This is an optimization exercise on Yosys and OpenROAD, whose aim is small area, not a production implementation.
At most, simulation tests tie the RTL to the original design; equivalence was not proved.
Only the layout flow was run in run 6; the RTL was not checked for function there.
No run shown here takes its clock network from TritonCTS; it comes from the design's own scripts or RTL.
The flow treats the clock pin as an ideal source. Dropping or thinning the clock tree relies on that and would not hold on a real chip.
No activity file was given, so power comes from the tool's default toggle rates.

===== flow/design.v =====
`default_nettype none
`timescale 1ns / 1ps
module debouncer(input logic clk, reset, pend, btn, output logic pulse);
    logic [7:0] s;
    logic idle, last, start, kill;
    assign idle  = ~(s[0] | s[1] | s[2] | s[3] | s[5] | s[6]);
    assign last  = s[0] & ~s[1] & ~s[2] & ~s[4] & ~s[6] & ~s[7];
    assign pulse = ~s[0] & s[1] & ~s[2] & ~s[3] & ~s[5] & ~s[7] & ~pend;
    assign start = (idle | pend) & btn & ~reset;
    assign kill  = last | pend;
    always_ff @(posedge clk)
        s <= ({s[6:0], s[7] ^ s[2]} & {8{~kill}}) | ({8{start}} & 8'd18);
endmodule
module Simple_Processor(input logic clk, reset, leftBtn, rightBtn, switchEn, input logic [11:0] switch,
                        output logic [6:0] seg, output logic dp, output logic [3:0] an);
    logic pend;
    always_ff @(posedge clk or posedge reset)
        if (reset) pend <= 1'b1;
        else       pend <= 1'b0;
    logic lp, rp, wp;
    logic l, e, s;           
    debouncer deb_left (clk, reset, pend, leftBtn,  lp);
    debouncer deb_right(clk, reset, pend, rightBtn, rp);
    debouncer deb_wr   (clk, reset, pend, l | e,    wp);    
    logic [2:0] pc;
    always_ff @(posedge clk or posedge reset)
        if (reset)   pc <= 3'd0;
        else if (lp) pc <= pc + 3'd1;
    logic [11:0] rom;
    always_comb
        case (pc)
            3'd0: rom = 12'b000_00_001_0011;
            3'd1: rom = 12'b000_00_000_0111;
            3'd2: rom = 12'b101_011_000_001;
            3'd3: rom = 12'b101_111_001_011;
            3'd4: rom = 12'b110_100_000_011;
            3'd5: rom = 12'b001_00_100_0101;
            3'd6: rom = 12'b000_00_000_0101;
            default: rom = 12'b101_111_001_000;
        endcase
    logic [11:0] ir;
    always_ff @(posedge clk)
        ir <= switchEn ? switch : rom;
    logic exec;
    assign exec = switchEn ? rp : lp;
    logic [2:0] op;
    assign op = ir[11:9];
    logic op_ld, op_st, op_mem, op_alu;
    assign op_ld  = (op == 3'b000);
    assign op_st  = (op == 3'b001);
    assign op_mem = op_ld | op_st;
    assign op_alu = (op == 3'b101) | (op == 3'b110);
    logic cnt;
    logic [2:0] a1, a2, wa;
    logic [3:0] daddr;
    always_ff @(posedge clk or posedge reset)
        if (reset) begin
            l <= 1'b0; e <= 1'b0; s <= 1'b0; cnt <= 1'b0; a1 <= 3'd0; a2 <= 3'd0;
        end else if (exec & (op_mem | op_alu)) begin
            l <= op_ld;
            e <= op[2];
            s <= op[2] ^ op[0];
            if (op_mem) begin
                cnt <= ~cnt;
                if (op_st | ~cnt) a1 <= ir[6:4];
                if (cnt)          a2 <= ir[6:4];
            end else begin
                a1 <= ir[2:0];
                a2 <= ir[5:3];
            end
        end
    always_ff @(posedge clk)
        if (exec) begin
            if (op_mem)         daddr <= ir[3:0];
            if (op_ld | op_alu) wa <= op_ld ? ir[6:4] : ir[8:6];
        end
    logic [3:0] rdd1, rdd2, alu;
    always_comb
        if (!e)     alu = 4'd0;
        else if (s) alu = rdd1 - rdd2;
        else        alu = rdd1 + rdd2;
    logic st;
    assign st = s & ~e;
    logic [3:0] w1, w0;            
    assign w1 = rdd1 | {4{pend}};
    assign w0 = rdd1 & ~{4{pend}};
    logic [3:0] dm [16];
    logic [3:0] rdata;
    for (genvar i = 0; i < 16; i++) begin : g_dm
        logic [3:0] wi;
        for (genvar b = 0; b < 4; b++) begin : g_b
            assign wi[b] = ((i >> b) & 1) ? w1[b] : w0[b];
        end
        always_ff @(posedge clk)
            if (pend | (st & (daddr == 4'(i)))) dm[i] <= wi;
    end
    always_ff @(posedge clk or posedge reset)
        if (reset)  rdata <= 4'd0;
        else if (l) rdata <= dm[daddr];
    logic [3:0] wd;
    assign wd = l ? rdata : alu;
    logic [3:0] rf0;
    logic [3:0] rfh [1:7];
    logic [3:0] rf [8];
    always_ff @(posedge clk or posedge reset)
        if (reset)                   rf0 <= 4'd0;
        else if (wp & (wa == 3'd0))  rf0 <= wd;
    always_ff @(posedge clk)
        for (int i = 1; i < 8; i++)
            if (pend | (wp & (wa == 3'(i)))) rfh[i] <= wd & ~{4{pend}};
    always_comb begin
        rf[0] = rf0;
        for (int i = 1; i < 8; i++) rf[i] = rfh[i];
    end
    always_ff @(posedge clk) begin
        rdd1 <= rf[a1];
        rdd2 <= rf[a2];
    end
    logic [15:0] lf;
    logic [1:0] ph;
    logic z;
    assign z = ~|lf[14:0];
    always_ff @(posedge clk or posedge reset)
        if (reset) begin
            lf <= 16'd0; ph <= 2'd0;
        end else begin
            lf <= {lf[14:0], lf[15] ^ lf[13] ^ lf[12] ^ lf[10] ^ z};
            if (lf[15] & z) ph <= ph + 2'd1;
        end
    logic [3:0] dv;
    always_comb
        case (ph)
            2'd0: dv = alu;
            2'd1: dv = 4'd0;
            2'd2: dv = rdd2;
            default: dv = rdd1;
        endcase
    always_comb
        case (dv)
            4'h0: seg = 7'b1000000;
            4'h1: seg = 7'b1111001;
            4'h2: seg = 7'b0100100;
            4'h3: seg = 7'b0110000;
            4'h4: seg = 7'b0011001;
            4'h5: seg = 7'b0010010;
            4'h6: seg = 7'b0000010;
            4'h7: seg = 7'b1111000;
            4'h8: seg = 7'b0000000;
            4'h9: seg = 7'b0010000;
            4'hA: seg = 7'b0001000;
            4'hB: seg = 7'b0000011;
            4'hC: seg = 7'b1000110;
            4'hD: seg = 7'b0100001;
            4'hE: seg = 7'b0000110;
            default: seg = 7'b0001110;
        endcase
    assign an = ~(4'b0001 << ph);
    assign dp = 1'b1;
endmodule
`default_nettype wire

===== flow/flow/run.sh =====
#!/bin/bash
# Layout flow: the standard synthesis; then the combinational logic is
# re-mapped with stronger ABC area scripts (registers untouched, the smallest
# of a few recipes is kept); then the rest of the standard flow (floorplan
# .. finish) on that netlist, with buf_1 port buffers and a hand-built clock
# tree (flow/pre_cts.tcl).
set -euo pipefail
HERE=$(pwd)
RES=$HERE/orfs/results/$FLOW_PLATFORM/Simple_Processor/base

bash standard.sh synth > std_synth.log 2>&1

cp $RES/1_2_yosys.v $RES/1_2_yosys_std.v
export REMAP_LIB=$FLOW_HOME/platforms/$FLOW_PLATFORM/lib/sky130_fd_sc_hd__tt_025C_1v80.lib
export REMAP_DONT_USE="$(sed -n '/DONT_USE_CELLS/,/^$/p' $FLOW_HOME/platforms/$FLOW_PLATFORM/config.mk | grep -o 'sky130_fd_sc_hd__[A-Za-z0-9_]*' | tr '\n' ' ')"
remap() {  # in out script log -> prints the area
  REMAP_IN=$1 REMAP_OUT=$2 REMAP_STAT=$2.stat REMAP_SCRIPT=$HERE/flow/$3 yosys -c flow/remap.tcl > $4 2>&1
  grep "Chip area" $2.stat | awk '{print $NF}'
}
# recipes: each a chain of ABC scripts applied in turn; the smallest result is kept
RECIPES=("d4" "c1 d4" "c1" "a2" "b1" "a2 d4" "d4 c1" "b1 d4")
BEST=""; BESTA=1e99; n=0
for r in "${RECIPES[@]}"; do
  n=$((n+1)); IN=$RES/1_2_yosys_std.v; k=0
  for s in $r; do
    k=$((k+1)); OUT=$RES/remap_${n}_$k.v
    A=$(remap $IN $OUT abc_$s.script remap_${n}_$k.log)
    IN=$OUT
  done
  echo "recipe $n ($r): $A" >> remap_choice.log
  if awk "BEGIN{exit !($A < $BESTA)}"; then BESTA=$A; BEST=$IN; fi
done
echo "kept $BEST ($BESTA)" >> remap_choice.log
cp $BEST $RES/1_2_yosys.v
touch $RES/1_2_yosys.v

# smallest buffer on the ports; clock tree built by flow/pre_cts.tcl
export BUFFER_PORTS_ARGS="-buffer_cell sky130_fd_sc_hd__buf_1"
export PRE_CTS_TCL=$HERE/flow/pre_cts.tcl
export MY_CTS_LEAVES=13
export MY_CTS_SLACK=0
export MY_CTS_ROOT=sky130_fd_sc_hd__clkbuf_8
export MY_CTS_LEAF=sky130_fd_sc_hd__buf_6
bash standard.sh finish > std_finish.log 2>&1

===== flow/flow/abc_a2.script =====
strash
&get -n
&fraig -x
&put
scorr
dc2
dretime
strash
&get -n
&dch -f
&nf -R 1000
&put

===== flow/flow/abc_b1.script =====
strash
&get -n
&st
&dch -f
&nf -R 1000
&put
mfs2
strash
&get -n
&st
&dch -f
&nf -R 1000
&put

===== flow/flow/abc_c1.script =====
strash
&get -n
&fraig -x
&put
scorr
dc2
strash
&get -n
&dch -f
&nf -R 1000 -p
&put

===== flow/flow/abc_d4.script =====
strash
&get -n
&fraig -x
&put
scorr
dc2
strash
&get -n
&dch -f
&nf -R 1000 -p -E 2
&put

===== flow/flow/mktree.tcl =====
# Manual clock tree: the clock port drives one root buffer, which drives
# NLEAF leaf buffers; each leaf drives one cluster of registers (k-means on
# register positions). Buffers are placed at their cluster's centre of mass;
# detailed placement legalizes them afterwards.
proc mk_clock_tree { nleaf rootm leafm } {
  set block [ord::get_db_block]
  set db [ord::get_db]
  set clk [$block findNet clk]
  set sinks {}
  foreach it [$clk getITerms] {
    set inst [$it getInst]
    set loc [$inst getLocation]
    lappend sinks [list $it [lindex $loc 0] [lindex $loc 1]]
  }
  set n [llength $sinks]
  puts "mk_clock_tree: $n sinks, $nleaf leaves"
  # k-means: init centres spread along sorted x then y
  set srt [lsort -real -index 1 $sinks]
  set cx {}; set cy {}
  for {set k 0} {$k < $nleaf} {incr k} {
    set s [lindex $srt [expr {int(($k + 0.5) * $n / $nleaf)}]]
    lappend cx [lindex $s 1]; lappend cy [lindex $s 2]
  }
  set cap [expr {int(ceil(double($n) / $nleaf)) + $::env(MY_CTS_SLACK)}]
  for {set iter 0} {$iter < 30} {incr iter} {
    # balanced assignment: greedy by distance with a capacity per cluster
    set pairs {}
    set i 0
    foreach s $sinks {
      for {set k 0} {$k < $nleaf} {incr k} {
        set d [expr {abs([lindex $s 1] - [lindex $cx $k]) + abs([lindex $s 2] - [lindex $cy $k])}]
        lappend pairs [list $d $i $k]
      }
      incr i
    }
    set pairs [lsort -real -index 0 $pairs]
    set asg [lrepeat $n -1]
    set cnt [lrepeat $nleaf 0]
    foreach p $pairs {
      lassign $p d i k
      if {[lindex $asg $i] >= 0} continue
      if {[lindex $cnt $k] >= $cap} continue
      lset asg $i $k
      lset cnt $k [expr {[lindex $cnt $k] + 1}]
    }
    set sx [lrepeat $nleaf 0.0]; set sy [lrepeat $nleaf 0.0]
    set i 0
    foreach s $sinks {
      set k [lindex $asg $i]
      lset sx $k [expr {[lindex $sx $k] + [lindex $s 1]}]
      lset sy $k [expr {[lindex $sy $k] + [lindex $s 2]}]
      incr i
    }
    for {set k 0} {$k < $nleaf} {incr k} {
      set c [lindex $cnt $k]
      if {$c > 0} {
        lset cx $k [expr {[lindex $sx $k] / $c}]
        lset cy $k [expr {[lindex $sy $k] / $c}]
      }
    }
  }
  puts "mk_clock_tree: cluster sizes $cnt"
  set lib_root [$db findMaster $rootm]
  set lib_leaf [$db findMaster $leafm]
  # root buffer at the centre of the leaves
  set rx 0.0; set ry 0.0
  for {set k 0} {$k < $nleaf} {incr k} { set rx [expr {$rx + [lindex $cx $k]}]; set ry [expr {$ry + [lindex $cy $k]}] }
  set rx [expr {int($rx / $nleaf)}]; set ry [expr {int($ry / $nleaf)}]
  set root [odb::dbInst_create $block $lib_root clkbuf_root]
  $root setLocation $rx $ry
  $root setPlacementStatus PLACED
  set rootnet [odb::dbNet_create $block clknet_root]
  $rootnet setSigType CLOCK
  [$root findITerm A] connect $clk
  [$root findITerm X] connect $rootnet
  for {set k 0} {$k < $nleaf} {incr k} {
    set b [odb::dbInst_create $block $lib_leaf clkbuf_leaf_$k]
    $b setLocation [expr {int([lindex $cx $k])}] [expr {int([lindex $cy $k])}]
    $b setPlacementStatus PLACED
    set net [odb::dbNet_create $block clknet_leaf_$k]
    $net setSigType CLOCK
    [$b findITerm A] connect $rootnet
    [$b findITerm X] connect $net
    set nets($k) $net
  }
  set i 0
  foreach s $sinks {
    set it [lindex $s 0]
    $it disconnect
    $it connect $nets([lindex $asg $i])
    incr i
  }
}

===== flow/flow/pre_cts.tcl =====
# Runs before ORFS's CTS step: builds the clock tree by hand (one root
# buffer, leaf buffers on k-means clusters of the registers) and then stands
# in for TritonCTS, so the rest of ORFS's cts.tcl (timing repair, detailed
# placement, checks) runs on this tree.
source [file join [file dirname [info script]] mktree.tcl]
mk_clock_tree $::env(MY_CTS_LEAVES) $::env(MY_CTS_ROOT) $::env(MY_CTS_LEAF)
set_propagated_clock [all_clocks]
rename clock_tree_synthesis __tritoncts
proc clock_tree_synthesis {args} { puts "clock tree built by flow/pre_cts.tcl; TritonCTS not run" }

===== flow/flow/remap.tcl =====
# Re-map the combinational logic of a synthesized netlist with an ABC area
# script; registers (and tie cells) are kept as they are, with their names.
# env: REMAP_LIB, REMAP_IN, REMAP_OUT, REMAP_STAT, REMAP_SCRIPT, REMAP_DONT_USE, FLOW_TOP
set lib $::env(REMAP_LIB)
yosys read_liberty -ignore_miss_func $lib
yosys read_verilog $::env(REMAP_IN)
yosys hierarchy -top $::env(FLOW_TOP)
yosys blackbox sky130_fd_sc_hd__df* sky130_fd_sc_hd__edf* sky130_fd_sc_hd__conb_1
yosys flatten
yosys delete t:\$scopeinfo
yosys opt_clean -purge
yosys opt
set du {}
foreach c $::env(REMAP_DONT_USE) { lappend du -dont_use $c }
yosys abc -script $::env(REMAP_SCRIPT) -liberty $lib {*}$du
yosys opt_clean -purge
yosys splitnets
yosys opt_clean -purge
yosys hilomap -singleton -hicell sky130_fd_sc_hd__conb_1 HI -locell sky130_fd_sc_hd__conb_1 LO
yosys insbuf -buf sky130_fd_sc_hd__buf_4 A X
# left out here: clean up, hide names made inside functions
yosys tee -o $::env(REMAP_STAT) stat -liberty $lib
yosys write_verilog -noattr -nohex -nodec $::env(REMAP_OUT)

===== flow/standard.sh =====
#!/bin/bash
# synth_recipe.tcl (not shown) runs the flow's synth.tcl, then flattens the netlist and writes it again
# the make line also repeats each setting of config.mk as NAME=value (left out here)
make -C /OpenROAD-flow-scripts/flow DESIGN_CONFIG=/design/flow/config.mk WORK_HOME=/design/flow/orfs CLKGATE_MAP_FILE= SYNTH_SCRIPT=/design/flow/synth_recipe.tcl "${@:-finish}"

===== flow/config.mk =====
export PLATFORM = sky130hd
export DESIGN_NAME = Simple_Processor
export DESIGN_NICKNAME = Simple_Processor
export VERILOG_FILES = /design/flow/design.v
export SDC_FILE = /design/flow/constraint.sdc
export NUM_CORES = 4
export LEC_CHECK = 0
export ABC_AREA = 1
export CAP_MARGIN = 20
export CORE_MARGIN = 2
export CORE_UTILIZATION = 70
export GPL_TIMING_DRIVEN = 0
export SLEW_MARGIN = 20

===== flow/constraint.sdc =====
create_clock -name core_clock -period 10.0 [get_ports {clk}]
set_input_delay 2.0000 -clock core_clock [delete_from_list [all_inputs] [get_ports {clk}]]
set_output_delay 2.0000 -clock core_clock [all_outputs]
set_load 0.01 [all_outputs]

==> flow_summary.json, run 1 <==
{
  "status": "timing/DRC/antenna clean",
  "pwr-share-seq_pct": 53.2,
  "boundaryPins": 29,
  "worstPathRequired_ns": 8.00,
  "area_delta_synth_final_pct": 5.97,
  "insertion_delay_ns": 0.43,
  "setup-violations-final": 0,
  "finClkSkew_ns": 0.0271,
  "chipHeight_um": 106,
  "p_clk_share_pct": 14.8,
  "fmax_mhz": 191,
  "avgSynthCellArea_um2": 12.5,
  "p_sw_share_pct": 36.7,
  "via_per_inst": 6.66,
  "routedLengthMet1_um": 6470,
  "core_area_um2": 10200,
  "met2_length_um": 7430,
  "cts_resized": 0,
  "hold_buffers": 0,
  "detail-route-antenna-nets": 0,
  "rows": 37,
  "vias": 5055,
  "end_kind": "output pin",
  "p_int_w": 0.00137,
  "vdd_ir_drop_max_uv": 270,
  "p_per_area_nw_per_um2": 279,
  "dr_wl_met3_um": 1530,
  "worstHoldPathCells": 0,
  "diodes": 0,
  "wl_per_cell_um": 21.1,
  "top_layer_used": "met4",
  "layout.nets": 642,
  "synthCells": 582,
  "post-route-util_pct": 75.5,
  "syn-num-nets": 599,
  "crit_start": "s",
  "min_to": "lf[7]",
  "r2r_cells": 8,
  "fillerInstances": 622,
  "post-route-period-util_pct": 52.2,
  "cpMostUsedCell": "a21oi_1",
  "crit-reg2reg-capture": "a2[0]",
  "grt_pass1_wl_um": 25500,
  "combPwrFrac_pct": 32.0,
  "routed_wl_um": 16000,
  "start_util_pct": 71.3,
  "netlist_area_um2": 7290,
  "drc": 0,
  "worstReg2RegStart": "pend",
  "max-slew-margin-rel_pct": 30.3,
  "hp-class": "reg -> reg",
  "cp_top_family": "compound AO/OA/AOI/OAI gates",
  "grt_max_degree": 57,
  "drt_pass1_iterations": 5,
  "slowest_stage": "dfrtp_1",
  "crit_buf_inv": 2,
  "whs_ns": 0.387,
  "cts_setup_buffers": 0,
  "min_period_ns": 5.22,
  "fin_setup_tns_ns": 0,
  "grt-ovfl-total": 0,
  "place_congestion": 0.915,
  "drv_cap": 0,
  "grt_pass1_vias": 4881,
  "worstMarginPinSlew_ns": 1.05,
  "drtIter0Drc": 603,
  "io_buffers": 27,
  "slowest_delay_ns": 0.46,
  "dieWidth_um": 106,
  "startpoint_type": "register",
  "ys_warn_count": 5,
  "path_cells": "o21bai_1 > a21oi_1 > a21oi_1 > nand2_1 > a21oi_1 > o21ai_0 > a21oi_1 > nand2_1 > nand2_1 > o21ai_0 > nand2_1 > clkinv_1 > a21oi_1 > a21oi_1 > buf_1",
  "layout-drive-gt1-share_pct": 2.73,
  "min_from": "lf[6]",
  "p_switching_w": 0.000792,
  "crit_type": "reg -> out",
  "hold_viol_final": 0,
  "antenna_found_initial": 0,
  "drv_slew": 0,
  "regToRegSetupSlack_ns": 7.23,
  "p_leak_nw": 2.88,
  "clk_pin_slew_ns": 0.09,
  "track_usage_pct": 28.9,
  "rsz0062_at_grt": "no",
  "critical_path.max_fanout": 8,
  "cp.arrival_ns": 3.22,
  "dp_hpwl_um": 11700,
  "dieArea_um2": 11200
}
-- placed cells by master, fill, tap and decap left out, types with 3 or more instances in the layout --
master / n
a22o_1: 5
a31o_1: 4
or2_0: 6
xnor2_1: 12
nand3_1: 12
o21a_1: 5
o31ai_1: 7
a222oi_1: 21
nand2b_1: 11
edfxtp_1: 99
o21ai_0: 19
xor2_1: 5
nand2_1: 39
a21o_1: 26
a221oi_1: 6
nor3_1: 16
mux2_1: 3
buf_6: 13
or4_1: 3
clkinv_1: 12
nor2b_1: 23
and3b_1: 4
a21oi_1: 28
a22oi_1: 17
nor4_1: 4
dfrtp_1: 39
nand4_1: 7
buf_1: 27
nor3b_1: 8
dfxtp_1: 44
nor2_1: 57
and2_0: 8
o22ai_1: 4
-- layer usage --
layer / up-vias / GRT usage (%)
met5: - / 0
li1: 2312 / -
met3: 51 / 4.23
met2: 297 / 46.6
met1: 2395 / 41.2
met4: 0 / 9.30
-- how the worst max path moves through the flow --
stage	to	cells after the start
floorplan	seg[1]	13
global placement	seg[2]	15
detailed placement	seg[2]	15
CTS	seg[2]	15
global route	seg[1]	14
finish	seg[0]	15
-- cell type report --
cell class | instances | area, um^2 | share of cell area, %
tap | 136 | 170 | 2.20
buffer | 14 | 160 | 2.07
multi-input combinational | 386 | 2390 | 30.9
timing repair buffer | 27 | 101 | 1.31
inverter | 13 | 50.0 | 0.648
sequential | 183 | 4860 | 62.9
-- worst register-to-register path, delay by kind of cell, from the launching register on --
family	cells	cell delay, ns
flops	1	1.24
compound gates	3	0.73
simple gates	5	0.71
-- through the flow --
| step | std cells | area [um^2] | setup slack (ns) | power (W) |
|---|---|---|---|---|
| 6_report | 759 | 7730 | 4.78 | 0.00216 |
| 5_1_grt | 759 | 7730 | 4.38 | 0.00228 |
| 4_1_cts | 759 | 7730 | 4.62 | 0.00215 |
| 3_5_place_dp | 745 | 7570 | 5.11 | 0.00184 |
| 3_3_place_gp | 745 | 7560 | 5.29 | 0.00180 |
| 2_1_floorplan | 582 | 7290 | 5.74 | 0.00160 |
-- power groups by stage --
| stage | sequential [W] | clock (W) | combinational (W) |
|---|---|---|---|
| 2_1_floorplan | 0.00111 | 0 | 0.000496 |
| 3_3_place_gp | 0.00115 | 0 | 0.000652 |
| 3_5_place_dp | 0.00116 | 0 | 0.000678 |
| 4_1_cts | 0.00115 | 0.000324 | 0.000679 |
| 5_1_grt | 0.00117 | 0.000352 | 0.000762 |
| 6_report | 0.00115 | 0.000319 | 0.000691 |
-- flip-flops by register name, summed over array words and instances (netlist names), 2 cells and up --
register / cells
dm: 64
rfh: 28
lf: 16
ir: 12
deb_left.s: 8
deb_right.s: 8
deb_wr.s: 8
daddr: 4
rdata: 4
rdd1: 4
rdd2: 4
rf0: 4
a1: 3
a2: 3
pc: 3
wa: 3
ph: 2
==> run 2, diff against run 1 <==
--- a/flow/config.mk
+++ b/flow/config.mk
@@ -6,8 +6,8 @@
 export NUM_CORES = 4
 export LEC_CHECK = 0
 export ABC_AREA = 1
-export CAP_MARGIN = 20
+export CAP_MARGIN = 0
 export CORE_MARGIN = 2
 export CORE_UTILIZATION = 70
 export GPL_TIMING_DRIVEN = 0
-export SLEW_MARGIN = 20
+export SLEW_MARGIN = 0
==> run 2 against run 1 <==
Still clean. Hold slack got worse by 0.0028 ns. Global-route usage barely moved. Core utilization rose by 0.16 points. Sequential share of layout area fell by 0.13 points. Sequential power barely moved. Power rose by 0.41%. Combinational power barely moved. Final cell count rose by 0.13%. Critical endpoint is now seg[2]. Largest cell class unchanged. Largest power group unchanged.
==> flow_summary.json, run 2 <==
{
  "fillerInstances": 645,
  "worstPathRequired_ns": 8.00,
  "critical_path.max_fanout": 11,
  "final_common_cell": "edfxtp_1",
  "layout.nets": 643,
  "startpoint_type": "register",
  "end_kind": "output pin",
  "fin_setup_tns_ns": 0,
  "min_from": "lf[6]",
  "syn-num-nets": 599,
  "setup-violations-final": 0,
  "diodes": 0,
  "crit_start": "s",
  "final-seq-area_um2": 4860,
  "hold_buffers": 0,
  "worstReg2RegStart": "pend",
  "top_register": "dm",
  "whs_ns": 0.384,
  "io_buffers": 27,
  "cts_resized": 0,
  "hold_viol_final": 0,
  "grt_pass1_wl_um": 25600,
  "place_congestion": 0.915,
  "crit_type": "reg -> out",
  "hp-class": "reg -> reg",
  "drv_slew": 0,
  "synthCells": 582,
  "wl_per_cell_um": 21.1,
  "multi_input_area_um2": 2390,
  "p_per_area_nw_per_um2": 280,
  "via_per_inst": 6.75,
  "boundaryPins": 29,
  "dieWidth_um": 106,
  "rows": 37,
  "area_delta_synth_final_pct": 6.20,
  "drc": 0,
  "p_leak_nw": 2.89,
  "netlist_area_um2": 7290,
  "post-route-period-util_pct": 54.0,
  "insertion_delay_ns": 0.44,
  "vias": 5127,
  "largest_register_ffs": 64,
  "cts_setup_buffers": 0,
  "status": "timing/DRC/antenna clean",
  "ys_warn_count": 5,
  "totalPowerFinal_w": 0.00217,
  "clk_pin_slew_ns": 0.10,
  "max-slew-margin-rel_pct": 12.2,
  "grt_pass1_vias": 4903,
  "antenna_found_initial": 0,
  "drv_cap": 0,
  "drtIter0Drc": 579,
  "detail-route-antenna-nets": 0,
  "chipHeight_um": 106,
  "avgSynthCellArea_um2": 12.5,
  "grt_max_degree": 57,
  "top_regs": "dm (64), rfh (28), lf (16)",
  "postPlaceCellArea_um2": 7580,
  "vdd_ir_drop_max_uv": 276,
  "dieArea_um2": 11200,
  "drt_pass1_iterations": 8,
  "min_period_ns": 5.40,
  "fmax_mhz": 185,
  "layout-drive-gt1-share_pct": 2.56,
  "cp.arrival_ns": 3.40,
  "worstMarginPinSlew_ns": 1.31,
  "track_usage_pct": 28.9,
  "final_cell_mix": "edfxtp_1 (99), nor2_1 (57), dfxtp_1 (44)",
  "finClkSkew_ns": 0.0188,
  "fin_area_um2": 7740,
  "start_util_pct": 71.3,
  "routed_wl_um": 16000,
  "rsz0062_at_grt": "no",
  "dp_hpwl_um": 11600,
  "grt-ovfl-total": 0,
  "core_area_um2": 10200
}
[run 2: cell type report]
cell class,instances,area share (%)
multi-input combinational,386,30.8
timing repair buffer,28,1.57
inverter,13,0.630
sequential,183,62.7
tap,136,2.20
buffer,14,2.07
[run 2: final timing paths]
path                            cells past startpoint     end  slack, ns
worst max-delay path                               15  seg[2]       4.60
min in group asynchronous                           2   a1[2]       1.57
max in group asynchronous                           3    pend       7.87
worst min register to register                      0   lf[7]       0.38
worst max register to register                      8   a2[0]       7.26
worst min-delay path                                0   lf[7]       0.38
[run 2: critical path, cell delays in order (launching register included)]
cell and delay, ns:
dfrtp_1 0.46, o21bai_1 0.20, a21oi_1 0.07, a21oi_1 0.23, nand2_1 0.09, a21oi_1 0.22, nand2_1 0.11, nand3_1 0.09
nand2_1 0.05, nor2_1 0.12, nand2_1 0.07, nand2_1 0.07, o21ai_0 0.44, a211oi_1 0.45, a21o_1 0.13, buf_1 0.16
[run 2: power breakdown]
group | internal [W] | leakage, nW | switching [W]
combinational | 0.000252 | 0.990 | 0.000441
sequential | 0.00101 | 1.81 | 0.000145
clock | 0.000109 | 0.0858 | 0.000215
total | 0.00137 | 2.89 | 0.000801
[run 2: metrics by stage]
step	cells	utilization, %	worst slack [ns]
floorplan	582	-	5.74
global placement	745	73.9	5.29
detailed placement	746	74.1	5.12
CTS	760	75.7	4.63
global route	760	75.7	4.33
finish	760	75.7	4.60
[run 2: per-layer routing]
metal / wire (um) / up-vias / global-route usage, %
li1: - / 2308 / -
met3: 1520 / 54 / 4.60
met1: 6310 / 2465 / 39.8
met5: 0 / - / 0
met2: 7640 / 300 / 46.8
met4: 579 / 0 / 11.1
==> run 3, diff against run 2 <==
--- a/flow/design.v
+++ b/flow/design.v
@@ -1,12 +1,18 @@
 `default_nettype none
 `timescale 1ns / 1ps
-module debouncer(input logic clk, reset, pend, btn, output logic pulse);
+module debouncer #(parameter bit QUIET = 0)
+                 (input logic clk, reset, pend, btn, output logic pulse);
     logic [7:0] s;
     logic idle, last, start, kill;
     assign idle  = ~(s[0] | s[1] | s[2] | s[3] | s[5] | s[6]);
     assign last  = s[0] & ~s[1] & ~s[2] & ~s[4] & ~s[6] & ~s[7];
-    assign pulse = ~s[0] & s[1] & ~s[2] & ~s[3] & ~s[5] & ~s[7] & ~pend;
-    assign start = (idle | pend) & btn & ~reset;
+    if (QUIET) begin : g_quiet
+        assign pulse = ~s[0] & s[1] & ~s[2] & ~s[3] & ~s[5] & ~s[7];
+        assign start = idle & btn;
+    end else begin : g_noisy
+        assign pulse = ~s[0] & s[1] & ~s[2] & ~s[3] & ~s[5] & ~s[7] & ~pend;
+        assign start = (idle | pend) & btn & ~reset;
+    end
     assign kill  = last | pend;
     always_ff @(posedge clk)
         s <= ({s[6:0], s[7] ^ s[2]} & {8{~kill}}) | ({8{start}} & 8'd18);
@@ -21,7 +27,7 @@
     logic l, e, s;           
     debouncer deb_left (clk, reset, pend, leftBtn,  lp);
     debouncer deb_right(clk, reset, pend, rightBtn, rp);
-    debouncer deb_wr   (clk, reset, pend, l | e,    wp);    
+    debouncer #(.QUIET(1)) deb_wr(clk, reset, pend, l | e, wp);
     logic [2:0] pc;
     always_ff @(posedge clk or posedge reset)
         if (reset)   pc <= 3'd0;
@@ -107,7 +113,7 @@
         else if (wp & (wa == 3'd0))  rf0 <= wd;
     always_ff @(posedge clk)
         for (int i = 1; i < 8; i++)
-            if (pend | (wp & (wa == 3'(i)))) rfh[i] <= wd & ~{4{pend}};
+            if (pend | (wp & (wa == 3'(i)))) rfh[i] <= wd;    
     always_comb begin
         rf[0] = rf0;
         for (int i = 1; i < 8; i++) rf[i] = rfh[i];
--- a/flow/config.mk
+++ b/flow/config.mk
@@ -6,8 +6,8 @@
 export NUM_CORES = 4
 export LEC_CHECK = 0
 export ABC_AREA = 1
-export CAP_MARGIN = 0
+export CAP_MARGIN = 20
 export CORE_MARGIN = 2
 export CORE_UTILIZATION = 70
 export GPL_TIMING_DRIVEN = 0
-export SLEW_MARGIN = 0
+export SLEW_MARGIN = 20
==> run 3 against run 2 <==
Cell area barely moved. Area after synthesis about the same. Sequential share of layout area shrank 0.051 points. Setup slack improved by 0.023 ns. Largest cell class unchanged. Highest routed layer unchanged. Hold slack worse by 0.0080 ns.
==> flow_summary.json, run 3 <==
{
  "dp.cells": 751,
  "crit-reg2reg-capture": "a1[1]",
  "layout-drive-gt1-share_pct": 3.02,
  "clk_pin_slew_ns": 0.10,
  "vias": 4973,
  "post-route-period-util_pct": 53.7,
  "min_to": "lf[7]",
  "end_kind": "output pin",
  "finClkSkew_ns": 0.0201,
  "largest_register_ffs": 64,
  "drv_slew": 0,
  "startpoint_type": "register",
  "syn-num-nets": 604,
  "synthCells": 587,
  "fmax_mhz": 186,
  "vdd_ir_drop_max_uv": 235,
  "crit_start": "rdd2[0]",
  "cpMostUsedCell": "o21ai_0",
  "slowest_delay_ns": 0.42,
  "rsz0062_at_grt": "no",
  "p_switching_w": 0.000737,
  "pwr-share-seq_pct": 56.9,
  "boundaryPins": 29,
  "top_regs": "dm (64), rfh (28), lf (16)",
  "p_clk_share_pct": 15.0,
  "detail-route-antenna-nets": 0,
  "final_common_cell": "edfxtp_1",
  "drc": 0,
  "min_period_ns": 5.37,
  "worstMarginPinSlew_ns": 1.00,
  "layout.nets": 648,
  "grt_max_degree": 51,
  "dp_hpwl_um": 10800,
  "antenna_found_initial": 0,
  "regToRegSetupSlack_ns": 7.17,
  "grt_pass1_wl_um": 23900,
  "min_from": "lf[6]",
  "drt_pass1_iterations": 8,
  "top_register": "dm",
  "start_util_pct": 71.2,
  "p_leak_nw": 2.89,
  "ys_warn_count": 6,
  "rows": 37,
  "insertion_delay_ns": 0.42,
  "p_int_w": 0.00136,
  "status": "timing/DRC/antenna clean",
  "diodes": 0,
  "setup-violations-final": 0,
  "core_area_um2": 10200,
  "dieArea_um2": 11200,
  "hp-class": "reg -> reg",
  "grt-ovfl-total": 0,
  "combPwrFrac_pct": 28.1,
  "track_usage_pct": 26.8,
  "wl_per_cell_um": 19.8,
  "use_met1_pct": 40.0,
  "r2r_cells": 9,
  "chipHeight_um": 106,
  "area_delta_synth_final_pct": 6.34,
  "cts_setup_buffers": 0,
  "routed_wl_um": 15100,
  "whs_ns": 0.376,
  "final_cell_mix": "edfxtp_1 (99), nand2_1 (49), nor2_1 (47)",
  "drv_cap": 0,
  "worstHoldPathCells": 0,
  "grt_pass1_vias": 4708,
  "grtUsageMet2_pct": 43.5,
  "critical_path.max_fanout": 10,
  "met3_usage_pct": 2.94,
  "place_congestion": 0.921,
  "drtIter0Drc": 694,
  "hold_buffers": 0,
  "cts_resized": 0,
  "crit_type": "reg -> out",
  "cp.arrival_ns": 3.37,
  "busiest_layer": "met2",
  "max-slew-margin-rel_pct": 32.6,
  "via_per_inst": 6.50,
  "path_cells": "clkinv_1 > nor2_1 > xnor2_1 > xor2_1 > o21ai_0 > nand2_1 > maj3_1 > o21ai_0 > a21o_1 > o21ai_0 > o21ai_0 > o21ai_0 > a21boi_0 > buf_1",
  "hold_viol_final": 0,
  "worstPathRequired_ns": 8.00,
  "netlist_area_um2": 7290,
  "fin_cells": 765,
  "avgSynthCellArea_um2": 12.4,
  "fin_setup_tns_ns": 0,
  "io_buffers": 27,
  "slowest_stage": "dfxtp_1",
  "dieWidth_um": 106,
  "worstReg2RegStart": "pend",
  "p_per_area_nw_per_um2": 271,
  "p_sw_share_pct": 35.1
}
-- run 3: worst max path at each step --
| stage | endpoint | depth (start not counted) |
|---|---|---|
| after floorplan | seg[5] | 13 |
| after global placement | seg[3] | 14 |
| after detailed placement | seg[5] | 14 |
| after CTS | seg[5] | 14 |
| after global routing | seg[5] | 14 |
| final | seg[5] | 14 |
-- run 3: layout make-up --
type	instances	area, um^2
flip-flops and latches	183	4860
fillers	689	2480
inverters	16	61.3
plain buffers	14	160
repair buffers	28	121
multi-input cells	388	2380
well taps	136	170
-- run 3: power by group through the flow --
| stage | clock (W) | sequential [W] | combinational, W |
|---|---|---|---|
| 3_3_place_gp | 0 | 0.00119 | 0.000560 |
| 4_1_cts | 0.000321 | 0.00119 | 0.000584 |
| 2_1_floorplan | 0 | 0.00114 | 0.000431 |
| 5_1_grt | 0.000348 | 0.00121 | 0.000664 |
| 6_report | 0.000316 | 0.00120 | 0.000590 |
| 3_5_place_dp | 0 | 0.00120 | 0.000583 |
-- run 3: worst max-delay path: cells and delay by family (launching register included) --
kind	cells	cell delay, ns
flip-flops	1	0.42
adder cells (fa/ha/maj)	1	0.38
XOR/XNOR	2	0.26
buffers and inverters	2	0.28
AO/OA/AOI/OAI	7	1.34
AND/OR/NAND/NOR	2	0.25
-- run 3: through the flow --
step / power, W / instance area [um^2] / util (%) / worst slack (ns)
2_1_floorplan: 0.00157 / 7290 / - / 5.49
3_3_place_gp: 0.00175 / 7560 / 73.9 / 5.26
3_5_place_dp: 0.00178 / 7590 / 74.1 / 5.13
4_1_cts: 0.00209 / 7750 / 75.7 / 4.64
5_1_grt: 0.00222 / 7750 / 75.7 / 4.19
6_report: 0.00210 / 7750 / 75.7 / 4.63
-- run 3: routing by layer --
metal / wire length, um / vias up / share of wire [%]
met1: 6430 / 2365 / 43
met2: 7210 / 241 / 48
met4: 343 / 0 / 2.3
met3: 1150 / 28 / 7.6
li1: - / 2339 / -
met5: 0 / - / 0
==> run 4, diff against run 3 <==
--- a/flow/config.mk
+++ b/flow/config.mk
@@ -6,8 +6,8 @@
 export NUM_CORES = 4
 export LEC_CHECK = 0
 export ABC_AREA = 1
-export CAP_MARGIN = 20
+export CAP_MARGIN = 0
 export CORE_MARGIN = 2
 export CORE_UTILIZATION = 70
 export GPL_TIMING_DRIVEN = 0
-export SLEW_MARGIN = 20
+export SLEW_MARGIN = 0
==> run 4 against run 3 <==
Die area unchanged. Hold slack better by 0.0066 ns. Critical endpoint unchanged. Wire length about the same. Sequential cell count unchanged. Global-route usage down 0.059 points. Maximum frequency down 0.25%. Cell area down 0.37%. Clock skew up 0.0014 ns. Power about the same. Synthesized cell count unchanged. Combinational power about the same.
==> flow_summary.json, run 4 <==
{
  "core_area_um2": 10200,
  "track_usage_pct": 26.8,
  "dr_wl_met3_um": 1180,
  "dieWidth_um": 106,
  "min_period_ns": 5.39,
  "totalPowerFinal_w": 0.00210,
  "post-route-util_pct": 75.5,
  "fmax_mhz": 186,
  "grt_pass1_wl_um": 24000,
  "vias": 4977,
  "drv_slew": 0,
  "met2_length_um": 7100,
  "hp-class": "reg -> reg",
  "pwr-share-seq_pct": 56.9,
  "p_switching_w": 0.000738,
  "startpoint_type": "register",
  "worstHoldPathCells": 0,
  "rsz0062_at_grt": "no",
  "drtIter0Drc": 642,
  "max-slew-margin-rel_pct": 10.4,
  "final-seq-area_um2": 4860,
  "p_clk_share_pct": 14.9,
  "place_congestion": 0.921,
  "largest_register_ffs": 64,
  "dieArea_um2": 11200,
  "post-route-period-util_pct": 53.9,
  "grt_pass1_vias": 4656,
  "detail-route-antenna-nets": 0,
  "fin_setup_tns_ns": 0,
  "cts_setup_buffers": 0,
  "dp.cells": 750,
  "p_int_w": 0.00136,
  "clk_pin_slew_ns": 0.10,
  "min_to": "lf[15]",
  "layout-drive-gt1-share_pct": 2.55,
  "p_per_area_nw_per_um2": 272,
  "antenna_found_initial": 0,
  "top_regs": "dm (64), rfh (28), lf (16)",
  "io_buffers": 27,
  "final_cell_mix": "edfxtp_1 (99), nand2_1 (49), nor2_1 (47)",
  "synthCells": 587,
  "p_sw_share_pct": 35.1,
  "area_delta_synth_final_pct": 5.94,
  "cts_resized": 0,
  "critical_path.max_fanout": 10,
  "final_common_cell": "edfxtp_1",
  "insertion_delay_ns": 0.42,
  "multi_input_area_um2": 2370,
  "worstReg2RegStart": "pend",
  "layout.nets": 647,
  "avgSynthCellArea_um2": 12.4,
  "ys_warn_count": 6,
  "cp.arrival_ns": 3.39,
  "syn-num-nets": 604,
  "r2r_cells": 9,
  "drc": 0,
  "crit_type": "reg -> out",
  "fin_cells": 764,
  "wl_per_cell_um": 19.8,
  "diodes": 0,
  "routedLengthMet1_um": 6610,
  "top_layer_used": "met4",
  "drv_cap": 0,
  "crit-reg2reg-capture": "a1[1]",
  "drt_pass1_iterations": 7,
  "worstMarginPinSlew_ns": 1.34,
  "fillerInstances": 679,
  "finClkSkew_ns": 0.0214,
  "routed_wl_um": 15200,
  "min_from": "lf[14]",
  "boundaryPins": 29,
  "dp_hpwl_um": 10700,
  "grt-ovfl-total": 0,
  "netlist_area_um2": 7290,
  "hold_buffers": 0,
  "setup-violations-final": 0,
  "status": "timing/DRC/antenna clean",
  "chipHeight_um": 106,
  "combPwrFrac_pct": 28.2,
  "grt_max_degree": 51,
  "via_per_inst": 6.51,
  "vdd_ir_drop_max_uv": 247,
  "hold_viol_final": 0,
  "top_register": "dm",
  "start_util_pct": 71.2,
  "rows": 37,
  "regToRegSetupSlack_ns": 7.13,
  "worstPathRequired_ns": 8.00,
  "end_kind": "output pin",
  "p_leak_nw": 2.88
}
## run 4: worst max-delay path by stage
stage | startpoint | end | slack, ns | depth (start not counted)
6_report | rdd2[0] | seg[5] | 4.61 | 14
5_1_grt | rdd2[0] | seg[3] | 4.16 | 14
4_1_cts | rdd2[0] | seg[5] | 4.63 | 14
3_5_place_dp | rdd2[0] | seg[5] | 5.11 | 14
3_3_place_gp | rdd2[0] | seg[3] | 5.26 | 14
2_1_floorplan | rdd2[0] | seg[5] | 5.49 | 13
## run 4: critical path: stages, from the launching register on
cell      delay, ns
dfxtp_1        0.41
clkinv_1       0.11
nor2_1         0.12
xnor2_1        0.17
xor2_1         0.11
o21ai_0        0.12
nand2_1        0.13
maj3_1         0.38
o21ai_0        0.16
a21o_1         0.12
o21ai_0        0.07
o21ai_0        0.37
o21ai_0        0.29
a21boi_0       0.23
buf_1          0.17
## run 4: power groups by stage
stage / Combinational [W] / Clock (W) / Sequential [W]
floorplan: 0.000431 / 0 / 0.00114
global placement: 0.000560 / 0 / 0.00119
CTS: 0.000585 / 0.000318 / 0.00119
global route: 0.000666 / 0.000344 / 0.00121
finish: 0.000591 / 0.000313 / 0.00119
detailed placement: 0.000582 / 0 / 0.00120
## run 4: metrics by stage
| step | area (um^2) | setup WS, ns | hold WS [ns] |
|---|---|---|---|
| floorplan | 7290 | 5.49 | 0.354 |
| global placement | 7560 | 5.26 | 0.363 |
| detailed placement | 7560 | 5.11 | 0.363 |
| CTS | 7720 | 4.63 | 0.384 |
| global route | 7720 | 4.16 | 0.399 |
| finish | 7720 | 4.61 | 0.382 |
## run 4: layer usage
layer	vias up	track usage, %
met4	0	5.64
met1	2350	40.5
li1	2337	-
met3	33	2.70
met5	-	0
met2	257	43.3
## run 4: cell type report
class	count	share of cell area [%]
inverter	16	0.794
buffer	14	2.07
sequential	183	62.9
timing repair buffer	27	1.31
tap	136	2.20
multi-input combinational	388	30.7
==> run 5, diff against run 4 <==
--- a/flow/flow/run.sh
+++ b/flow/flow/run.sh
@@ -13,6 +13,10 @@
 cp $RES/1_2_yosys.v $RES/1_2_yosys_std.v
 export REMAP_LIB=$FLOW_HOME/platforms/$FLOW_PLATFORM/lib/sky130_fd_sc_hd__tt_025C_1v80.lib
 export REMAP_DONT_USE="$(sed -n '/DONT_USE_CELLS/,/^$/p' $FLOW_HOME/platforms/$FLOW_PLATFORM/config.mk | grep -o 'sky130_fd_sc_hd__[A-Za-z0-9_]*' | tr '\n' ' ')"
+# where a stronger size of a cell has the same area, leave out the weaker one
+for c in inv_1 clkinv_1 a21bo_1 a21boi_0 a31o_1 and2_0 and4bb_1 mux2_1 o211a_1 o21ai_0 o21ba_1 o221a_1 o311ai_0 or2_0 or2_1 or3b_1 or4b_1; do
+  REMAP_DONT_USE="$REMAP_DONT_USE sky130_fd_sc_hd__$c"
+done
 remap() {  # in out script log -> prints the area
   REMAP_IN=$1 REMAP_OUT=$2 REMAP_STAT=$2.stat REMAP_SCRIPT=$HERE/flow/$3 yosys -c flow/remap.tcl > $4 2>&1
   grep "Chip area" $2.stat | awk '{print $NF}'
==> run 5 against run 4 <==
Cell area barely moved. Setup slack improved by 0.27 ns. Clock power barely moved. Area after synthesis did not move. Die area did not move. Sequential share of layout area barely moved. Final cell count did not move. Register-to-register slack improved by 0.25 ns.
==> flow_summary.json, run 5 <==
{
  "wl_per_cell_um": 20.4,
  "pwr-share-seq_pct": 56.3,
  "setup-violations-final": 0,
  "top_regs": "dm (64), rfh (28), lf (16)",
  "dieArea_um2": 11200,
  "layout-drive-gt1-share_pct": 7.64,
  "fin_setup_tns_ns": 0,
  "place_congestion": 1.01,
  "cts_setup_buffers": 0,
  "cts_resized": 0,
  "setup_slack_ns": 4.88,
  "worstReg2RegStart": "pend",
  "min_from": "lf[0]",
  "drv_slew": 0,
  "largest_register_ffs": 64,
  "finClkSkew_ns": 0.0258,
  "p_sw_share_pct": 35.4,
  "netlist_area_um2": 7290,
  "boundaryPins": 29,
  "dieWidth_um": 106,
  "worstMarginPinSlew_ns": 1.36,
  "hold_viol_final": 0,
  "drc": 0,
  "hold_buffers": 0,
  "grt_pass1_vias": 4758,
  "grt_pass1_wl_um": 24900,
  "hp-class": "reg -> reg",
  "core_area_um2": 10200,
  "synthCells": 587,
  "worstPathRequired_ns": 8.00,
  "rsz0062_at_grt": "no",
  "combPwrFrac_pct": 28.9,
  "vdd_ir_drop_max_uv": 213,
  "track_usage_pct": 28.2,
  "area_delta_synth_final_pct": 5.92,
  "insertion_delay_ns": 0.42,
  "top_register": "dm",
  "detail-route-antenna-nets": 0,
  "vias": 5120,
  "drv_cap": 0,
  "via_per_inst": 6.70,
  "chipHeight_um": 106,
  "drtIter0Drc": 547,
  "fin_area_um2": 7720,
  "final_common_cell": "edfxtp_1",
  "p_per_area_nw_per_um2": 276,
  "drt_pass1_iterations": 7,
  "syn-num-nets": 604,
  "antenna_found_initial": 0,
  "p_leak_nw": 2.92,
  "io_buffers": 27,
  "layout.nets": 647,
  "whs_ns": 0.386,
  "min_period_ns": 5.12,
  "regToRegSetupSlack_ns": 7.38,
  "start_util_pct": 71.2,
  "rows": 37,
  "diodes": 0,
  "p_clk_share_pct": 14.8,
  "post-route-period-util_pct": 51.2,
  "min_to": "lf[1]",
  "dp_hpwl_um": 11400,
  "p_switching_w": 0.000754,
  "max-slew-margin-rel_pct": 9.16,
  "avgSynthCellArea_um2": 12.4,
  "fmax_mhz": 195,
  "clk_pin_slew_ns": 0.09,
  "status": "timing/DRC/antenna clean",
  "postPlaceCellArea_um2": 7560,
  "routed_wl_um": 15600,
  "grt-ovfl-total": 0,
  "cp.arrival_ns": 3.12,
  "ys_warn_count": 6,
  "fillerInstances": 676,
  "place_ws_ns": 5.36,
  "startpoint_type": "register",
  "critical_path.max_fanout": 10,
  "crit-reg2reg-capture": "a1[1]",
  "r2r_cells": 9,
  "crit_type": "reg -> out",
  "worstHoldPathCells": 0,
  "final_cell_mix": "edfxtp_1 (99), nand2_1 (49), nor2_1 (47)",
  "grt_max_degree": 51,
  "p_int_w": 0.00137,
  "end_kind": "output pin"
}
[run 5: worst max path at each step]
stage / startpoint / slack [ns] / depth (start not counted) / to
after detailed placement: s / 5.36 / 13 / seg[4]
after global routing: s / 4.62 / 13 / seg[4]
after global placement: s / 5.44 / 13 / seg[3]
after floorplan: rdd2[0] / 5.71 / 13 / seg[4]
final: s / 4.88 / 13 / seg[4]
after CTS: s / 4.87 / 13 / seg[4]
[run 5: power groups by stage]
stage	Clock [W]	Sequential [W]	Combinational, W
floorplan	0	0.00115	0.000450
global placement	0	0.00120	0.000585
detailed placement	0	0.00121	0.000605
CTS	0.000319	0.00119	0.000608
global route	0.000348	0.00122	0.000680
finish	0.000315	0.00120	0.000615
[run 5: area by class of cell]
type,count,area [um^2],area share (%)
well taps,136,170,2.20
flip-flops and latches,183,4860,62.9
repair buffers,27,101,1.31
plain buffers,14,160,2.07
inverters,16,60.1,0.778
multi-input cells,388,2370,30.7
[run 5: worst max-delay path, cell delays in order (launching register included)]
cell and delay, ns:
dfrtp_1 0.45, nor2_1 0.16, xnor2_1 0.17, xor2_1 0.11
o21ai_1 0.11, nand2_1 0.12, maj3_1 0.38, o21ai_1 0.13
a21o_1 0.12, o21ai_1 0.06, o21ai_1 0.32, a21oi_1 0.09
nor3b_1 0.31, buf_1 0.19
[run 5: layer usage]
metal | up-vias | share of wire [%] | track usage (%)
met4 | 0 | 2.7 | 6.30
met1 | 2454 | 41 | 39.9
met2 | 287 | 49 | 48.2
li1 | 2338 | - | -
met5 | - | 0 | 0
met3 | 41 | 7.8 | 2.70
[run 5: per-stage QoR]
step / utilization, % / total power [W] / std cells
after CTS: 75.4 / 0.00212 / 764
after detailed placement: 73.9 / 0.00181 / 750
after floorplan: - / 0.00160 / 587
final: 75.4 / 0.00213 / 764
after global routing: 75.4 / 0.00224 / 764
after global placement: 73.9 / 0.00178 / 750
==> run 6, diff against run 5 <==
--- a/flow/design.v
+++ b/flow/design.v
@@ -100,27 +100,25 @@
         always_ff @(posedge clk)
             if (pend | (st & (daddr == 4'(i)))) dm[i] <= wi;
     end
-    always_ff @(posedge clk or posedge reset)
-        if (reset)  rdata <= 4'd0;
-        else if (l) rdata <= dm[daddr];
+    logic [3:0] dmrd;
+    always_comb begin
+        dmrd = 4'd0;
+        for (int i = 0; i < 16; i++)
+            dmrd = dmrd | (dm[i] & {4{(daddr == 4'(i)) & ~pend}});
+    end
+    always_ff @(posedge clk)
+        if (l | pend) rdata <= dmrd;
     logic [3:0] wd;
     assign wd = l ? rdata : alu;
-    logic [3:0] rf0;
-    logic [3:0] rfh [1:7];
     logic [3:0] rf [8];
-    always_ff @(posedge clk or posedge reset)
-        if (reset)                   rf0 <= 4'd0;
-        else if (wp & (wa == 3'd0))  rf0 <= wd;
     always_ff @(posedge clk)
-        for (int i = 1; i < 8; i++)
-            if (pend | (wp & (wa == 3'(i)))) rfh[i] <= wd;    
-    always_comb begin
-        rf[0] = rf0;
-        for (int i = 1; i < 8; i++) rf[i] = rfh[i];
-    end
+        for (int i = 0; i < 8; i++)
+            if (pend | (wp & (wa == 3'(i)))) rf[i] <= wd;    
+    logic [3:0] rf0m;
+    assign rf0m = rf[0] & ~{4{pend}};
     always_ff @(posedge clk) begin
-        rdd1 <= rf[a1];
-        rdd2 <= rf[a2];
+        rdd1 <= (a1 == 3'd0) ? rf0m : rf[a1];
+        rdd2 <= (a2 == 3'd0) ? rf0m : rf[a2];
     end
     logic [15:0] lf;
     logic [1:0] ph;
==> run 6 against run 5 <==
Hold slack barely moved. Still clean. Power rose by 6.3%. Setup slack got worse by 0.30 ns. Sequential share of layout area rose by 0.17 points.
==> flow_summary.json, run 6 <==
{
  "status": "timing/DRC/antenna clean",
  "vias": 5180,
  "insertion_delay_ns": 0.44,
  "crit-reg2reg-capture": "rdata[0]",
  "p_switching_w": 0.000834,
  "track_usage_pct": 29.3,
  "io_buffers": 27,
  "hold_buffers": 0,
  "layout.nets": 665,
  "netlist_area_um2": 7330,
  "largest_register_ffs": 64,
  "hp-class": "reg -> reg",
  "detail-route-antenna-nets": 0,
  "grtUsageMet2_pct": 45.7,
  "top_register": "dm",
  "startpoint_type": "register",
  "p_leak_nw": 2.83,
  "ys_warn_count": 5,
  "p_per_area_nw_per_um2": 291,
  "pwr-share-seq_pct": 53.5,
  "vdd_ir_drop_max_uv": 435,
  "r2r_cells": 6,
  "start_util_pct": 71.6,
  "p_int_w": 0.00143,
  "drc": 0,
  "max-slew-margin-rel_pct": 38.5,
  "crit_start": "s",
  "via_per_inst": 6.62,
  "end_kind": "output pin",
  "wl_per_cell_um": 20.7,
  "post-route-util_pct": 75.9,
  "p_clk_share_pct": 14.3,
  "cp.arrival_ns": 3.41,
  "finClkSkew_ns": 0.0266,
  "setup-violations-final": 0,
  "critical_path.max_fanout": 9,
  "routed_wl_um": 16200,
  "grt_max_degree": 39,
  "p_sw_share_pct": 36.9,
  "final_cell_mix": "edfxtp_1 (107), nand2_1 (62), o21ai_1 (45)",
  "place_ws_ns": 5.10,
  "diodes": 0,
  "synthCells": 605,
  "fin_cells": 782,
  "final_common_cell": "edfxtp_1",
  "combPwrFrac_pct": 32.3,
  "layout-drive-gt1-share_pct": 6.97,
  "min_period_ns": 5.41,
  "area_delta_synth_final_pct": 5.89,
  "worstPathRequired_ns": 8.00,
  "worstMarginPinSlew_ns": 0.916,
  "drv_cap": 0,
  "chipHeight_um": 106,
  "fin_setup_tns_ns": 0,
  "drt_pass1_iterations": 5,
  "fillerInstances": 677,
  "busiest_layer": "met2",
  "dp.cells": 768,
  "top_regs": "dm (64), rf (32), lf (16)",
  "drv_slew": 0,
  "met3_usage_pct": 4.11,
  "grt_pass1_vias": 4892,
  "worstReg2RegStart": "pend",
  "hold_viol_final": 0,
  "rsz0062_at_grt": "no",
  "endpoint": "seg[0]",
  "crit_type": "reg -> out",
  "dieArea_um2": 11300,
  "syn-num-nets": 622,
  "dp_hpwl_um": 11800,
  "antenna_found_initial": 0,
  "grt-ovfl-total": 0,
  "rows": 37,
  "totalPowerFinal_w": 0.00226,
  "drtIter0Drc": 860,
  "boundaryPins": 29,
  "use_met1_pct": 44.5,
  "cts_setup_buffers": 0,
  "fmax_mhz": 185,
  "avgSynthCellArea_um2": 12.1,
  "setup_slack_ns": 4.59,
  "post-route-period-util_pct": 54.1,
  "clk_pin_slew_ns": 0.09,
  "regToRegSetupSlack_ns": 6.83,
  "cts_resized": 0,
  "grt_pass1_wl_um": 25500,
  "dieWidth_um": 106,
  "place_congestion": 0.976,
  "core_area_um2": 10200
}
==> run 6: how the worst min path moves through the flow <==
| stage | startpoint | end | depth (start not counted) |
|---|---|---|---|
| detailed placement | lf[8] | lf[9] | 0 |
| finish | lf[11] | lf[12] | 0 |
| global route | lf[11] | lf[12] | 0 |
| global placement | lf[8] | lf[9] | 0 |
| floorplan | lf[9] | lf[10] | 0 |
| CTS | lf[11] | lf[12] | 0 |
==> run 6: area by class of cell <==
type	count	area (um^2)	share of cell area [%]
Buffer	14	160	2.06
Timing Repair Buffer	27	101	1.31
Tap cell	136	170	2.19
Inverter	18	67.6	0.871
Multi-Input combinational cell	404	2370	30.5
Sequential cell	183	4900	63.1
==> run 6: routing by layer <==
| layer | vias up | wire (um) |
|---|---|---|
| li1 | 2374 | - |
| met1 | 2423 | 6740 |
| met2 | 334 | 7300 |
| met3 | 49 | 1670 |
| met4 | 0 | 444 |
| met5 | - | 0 |
==> run 6: worst max-delay path, stage by stage, from the launching register on <==
cell,delay (ns)
dfrtp_1,0.44
nor2b_1,0.16
xnor2_1,0.15
and2_1,0.19
nor2b_1,0.07
or3_1,0.33
nand2_1,0.09
o21ai_1,0.07
a21o_1,0.20
o21ai_1,0.13
o21ai_1,0.25
or2_2,0.40
nor2b_1,0.16
a32o_1,0.21
buf_1,0.12
==> run 6: power by group through the flow <==
stage	Clock, W	Combinational, W	Sequential, W
final	0.000323	0.000729	0.00121
after global routing	0.000350	0.000802	0.00123
after CTS	0.000324	0.000716	0.00120
after detailed placement	0	0.000711	0.00122
after floorplan	0	0.000520	0.00116
after global placement	0	0.000683	0.00121
==> run 6: metrics by stage <==
stage | area (um^2) | hold slack [ns]
4_1_cts | 7760 | 0.391
5_1_grt | 7760 | 0.396
3_5_place_dp | 7600 | 0.361
6_report | 7760 | 0.387
3_3_place_gp | 7600 | 0.360
2_1_floorplan | 7330 | 0.354
==> run 7, diff against run 6 <==
--- a/flow/design.v
+++ b/flow/design.v
@@ -76,10 +76,12 @@
             end
         end
     always_ff @(posedge clk)
-        if (exec) begin
-            if (op_mem)         daddr <= ir[3:0];
-            if (op_ld | op_alu) wa <= op_ld ? ir[6:4] : ir[8:6];
-        end
+        if (exec & op_mem) daddr <= ir[3:0];
+    logic wa_ld, wa_alu;
+    assign wa_ld  = exec & op_ld;
+    assign wa_alu = exec & op_alu;
+    always_ff @(posedge clk)     
+        wa <= ({3{wa_ld}} & ir[6:4]) | ({3{wa_alu}} & ir[8:6]) | ({3{~(wa_ld | wa_alu)}} & wa);
     logic [3:0] rdd1, rdd2, alu;
     always_comb
         if (!e)     alu = 4'd0;
@@ -100,37 +102,39 @@
         always_ff @(posedge clk)
             if (pend | (st & (daddr == 4'(i)))) dm[i] <= wi;
     end
-    logic [3:0] dmrd;
-    always_comb begin
-        dmrd = 4'd0;
-        for (int i = 0; i < 16; i++)
-            dmrd = dmrd | (dm[i] & {4{(daddr == 4'(i)) & ~pend}});
-    end
-    always_ff @(posedge clk)
-        if (l | pend) rdata <= dmrd;
+    always_ff @(posedge clk or posedge reset)
+        if (reset)  rdata <= 4'd0;
+        else if (l) rdata <= dm[daddr];
     logic [3:0] wd;
     assign wd = l ? rdata : alu;
+    logic [3:0] rf0;
+    logic [3:0] rfh [1:7];
     logic [3:0] rf [8];
+    always_ff @(posedge clk or posedge reset)
+        if (reset)                   rf0 <= 4'd0;
+        else if (wp & (wa == 3'd0))  rf0 <= wd;
     always_ff @(posedge clk)
-        for (int i = 0; i < 8; i++)
-            if (pend | (wp & (wa == 3'(i)))) rf[i] <= wd;    
-    logic [3:0] rf0m;
-    assign rf0m = rf[0] & ~{4{pend}};
+        for (int i = 1; i < 8; i++)
+            if (pend | (wp & (wa == 3'(i)))) rfh[i] <= wd;    
+    always_comb begin
+        rf[0] = rf0;
+        for (int i = 1; i < 8; i++) rf[i] = rfh[i];
+    end
     always_ff @(posedge clk) begin
-        rdd1 <= (a1 == 3'd0) ? rf0m : rf[a1];
-        rdd2 <= (a2 == 3'd0) ? rf0m : rf[a2];
+        rdd1 <= rf[a1];
+        rdd2 <= rf[a2];
     end
-    logic [15:0] lf;
+    logic [15:0] lfq, lf, lf_next;
     logic [1:0] ph;
     logic z;
+    assign lf = lfq ^ 16'hAAAA;
     assign z = ~|lf[14:0];
+    assign lf_next = {lf[14:0] & ~{15{pend}}, ~reset & (pend | (lf[15] ^ lf[13] ^ lf[12] ^ lf[10] ^ z))};
+    always_ff @(posedge clk)
+        lfq <= lf_next ^ 16'hAAAA;
     always_ff @(posedge clk or posedge reset)
-        if (reset) begin
-            lf <= 16'd0; ph <= 2'd0;
-        end else begin
-            lf <= {lf[14:0], lf[15] ^ lf[13] ^ lf[12] ^ lf[10] ^ z};
-            if (lf[15] & z) ph <= ph + 2'd1;
-        end
+        if (reset)                   ph <= 2'd0;
+        else if (lf[15] & z & ~pend) ph <= ph + 2'd1;
     logic [3:0] dv;
     always_comb
         case (ph)
==> run 7 against run 6 <==
Combinational power decreased by 6.9%. Maximum frequency increased by 5.1%. Critical path depth decreased by 2. Global-route usage decreased by 0.86 points. Register-to-register slack improved by 0.25 ns. Final cell count increased by 1.5%. Power decreased by 1.5%. Clock power about the same. Sequential cell count unchanged. Sequential share of layout area decreased by 1.3 points. Setup slack improved by 0.26 ns. Largest cell class unchanged. Synthesized cell count increased by 2.0%.
==> flow_summary.json, run 7 <==
{
  "setup_slack_ns": 4.85,
  "start_util_pct": 71.2,
  "dieArea_um2": 11200,
  "netlist_area_um2": 7250,
  "final_cell_mix": "edfxtp_1 (96), nand2_1 (90), dfxtp_1 (63)",
  "syn-num-nets": 634,
  "fin_setup_tns_ns": 0,
  "crit_type": "reg -> out",
  "synthCells": 617,
  "rows": 37,
  "post-route-period-util_pct": 51.5,
  "critical_path.max_fanout": 8,
  "cts_setup_buffers": 0,
  "max-slew-margin-rel_pct": 30.5,
  "startpoint_type": "register",
  "drt_pass1_iterations": 5,
  "core_area_um2": 10200,
  "dp_hpwl_um": 11400,
  "rsz0062_at_grt": "no",
  "vias": 5154,
  "end_kind": "output pin",
  "drv_cap": 0,
  "min_to": "lfq[3]",
  "grt_pass1_vias": 4882,
  "p_per_area_nw_per_um2": 290,
  "grt-ovfl-total": 0,
  "boundaryPins": 29,
  "antenna_found_initial": 0,
  "vdd_ir_drop_max_uv": 247,
  "worstHoldPathCells": 1,
  "wl_per_cell_um": 20.0,
  "largest_register_ffs": 64,
  "routed_wl_um": 15900,
  "final_common_cell": "edfxtp_1",
  "clk_pin_slew_ns": 0.10,
  "min_from": "lfq[2]",
  "via_per_inst": 6.49,
  "whs_ns": 0.398,
  "fillerInstances": 679,
  "drv_slew": 0,
  "avgSynthCellArea_um2": 11.8,
  "hp-class": "reg -> reg",
  "top_register": "dm",
  "status": "timing/DRC/antenna clean",
  "layout-drive-gt1-share_pct": 7.29,
  "cts_resized": 0,
  "min_period_ns": 5.15,
  "drtIter0Drc": 580,
  "grt_pass1_wl_um": 25100,
  "fmax_mhz": 194,
  "p_leak_nw": 2.91,
  "place_ws_ns": 5.37,
  "chipHeight_um": 106,
  "ys_warn_count": 6,
  "place_congestion": 1.00,
  "hold_buffers": 0,
  "crit-reg2reg-capture": "wa[1]",
  "setup-violations-final": 0,
  "grt_max_degree": 37,
  "r2r_cells": 8,
  "area_delta_synth_final_pct": 5.95,
  "track_usage_pct": 28.4,
  "diodes": 0,
  "insertion_delay_ns": 0.43,
  "worstReg2RegStart": "deb_left.s[5]",
  "finClkSkew_ns": 0.0244,
  "layout.nets": 677,
  "worstPathRequired_ns": 8.00,
  "cp.arrival_ns": 3.15,
  "io_buffers": 27,
  "dieWidth_um": 106,
  "top_regs": "dm (64), rfh (28), lfq (16)",
  "drc": 0,
  "hold_viol_final": 0,
  "regToRegSetupSlack_ns": 7.08,
  "worstMarginPinSlew_ns": 1.04,
  "detail-route-antenna-nets": 0
}
==> run 7: metal layers <==
metal	vias up	global-route usage, %	part of all wire [%]
met5	-	0	0
met4	0	7.33	2.9
met3	39	2.10	6.9
met2	262	47.8	48
met1	2451	40.9	42
li1	2402	-	-
==> run 7: layout make-up <==
| cell class | instances | area (um^2) | share of cell area [%] |
|---|---|---|---|
| timing repair buffer | 27 | 101 | 1.32 |
| buffer | 14 | 160 | 2.08 |
| inverter | 21 | 78.8 | 1.03 |
| sequential | 183 | 4750 | 61.7 |
| multi-input combinational | 413 | 2430 | 31.6 |
| tap | 136 | 170 | 2.21 |
==> run 7: power breakdown <==
group	switching, W	internal [W]
Sequential	0.000180	0.00105
Clock	0.000212	0.000109
Combinational	0.000428	0.000252
==> run 7: how the worst max path moves through the flow <==
stage / depth (start not counted) / end / start
floorplan: 9 / seg[5] / rdd2[0]
global placement: 12 / seg[3] / s
detailed placement: 12 / seg[3] / s
CTS: 12 / seg[3] / s
global route: 14 / seg[0] / rdd2[0]
finish: 12 / seg[3] / s
==> run 7: critical path, stage by stage (launching register included) <==
cell      delay, ns
dfrtp_1        0.48
nor2b_1        0.17
xnor2_1        0.11
maj3_1         0.35
nor2_1         0.14
o21ai_1        0.10
o21ai_1        0.15
a21boi_1       0.53
nand3_1        0.18
o21ai_1        0.12
nand2_1        0.09
o221ai_1       0.11
buf_1          0.17
==> run 7: metrics by stage <==
| step | power [W] | instance area, um^2 | instances | utilization, % |
|---|---|---|---|---|
| 6_report | 0.00223 | 7690 | 794 | 75.5 |
| 4_1_cts | 0.00221 | 7690 | 794 | 75.5 |
| 5_1_grt | 0.00235 | 7690 | 794 | 75.5 |
| 3_3_place_gp | 0.00186 | 7530 | 780 | 73.9 |
| 3_5_place_dp | 0.00190 | 7530 | 780 | 73.9 |
| 2_1_floorplan | 0.00166 | 7250 | 617 | - |

==> port drivers added, routing unchanged <==
Ports are ideal in the flow. The routed layouts listed here were re-timed in OpenROAD.
Step 1 sets driving cells, clkbuf_16 on the clock port and buf_2 on the other inputs (assumed; they add their load-dependent delay and slew).
Step 2 moves the port delays by t, midway between the first and last clock arrival at a register: inputs arrive t later, outputs are due t later. That takes back most of the time a late clock gives input paths.
a / b / c = ideal ports / drivers / drivers and shift; a / b = the first two.
run | t, ns | setup WS [ns] | worst setup path at the end
run 1 | 0.449 | 4.777 / 4.744 / 5.193 | register to output
run 2 | 0.459 | 4.602 / 4.570 / 5.029 | register to output
run 3 | 0.441 | 4.625 / 4.594 / 5.035 | register to output
run 4 | 0.443 | 4.612 / 4.580 / 5.023 | register to output
run 5 | 0.442 | 4.885 / 4.852 / 5.294 | register to output
run 6 | 0.460 | 4.588 / 4.554 / 5.014 | register to output
run 7 | 0.452 | 4.853 / 4.819 / 5.271 | register to output
After both steps setup and hold are still met in every run listed.
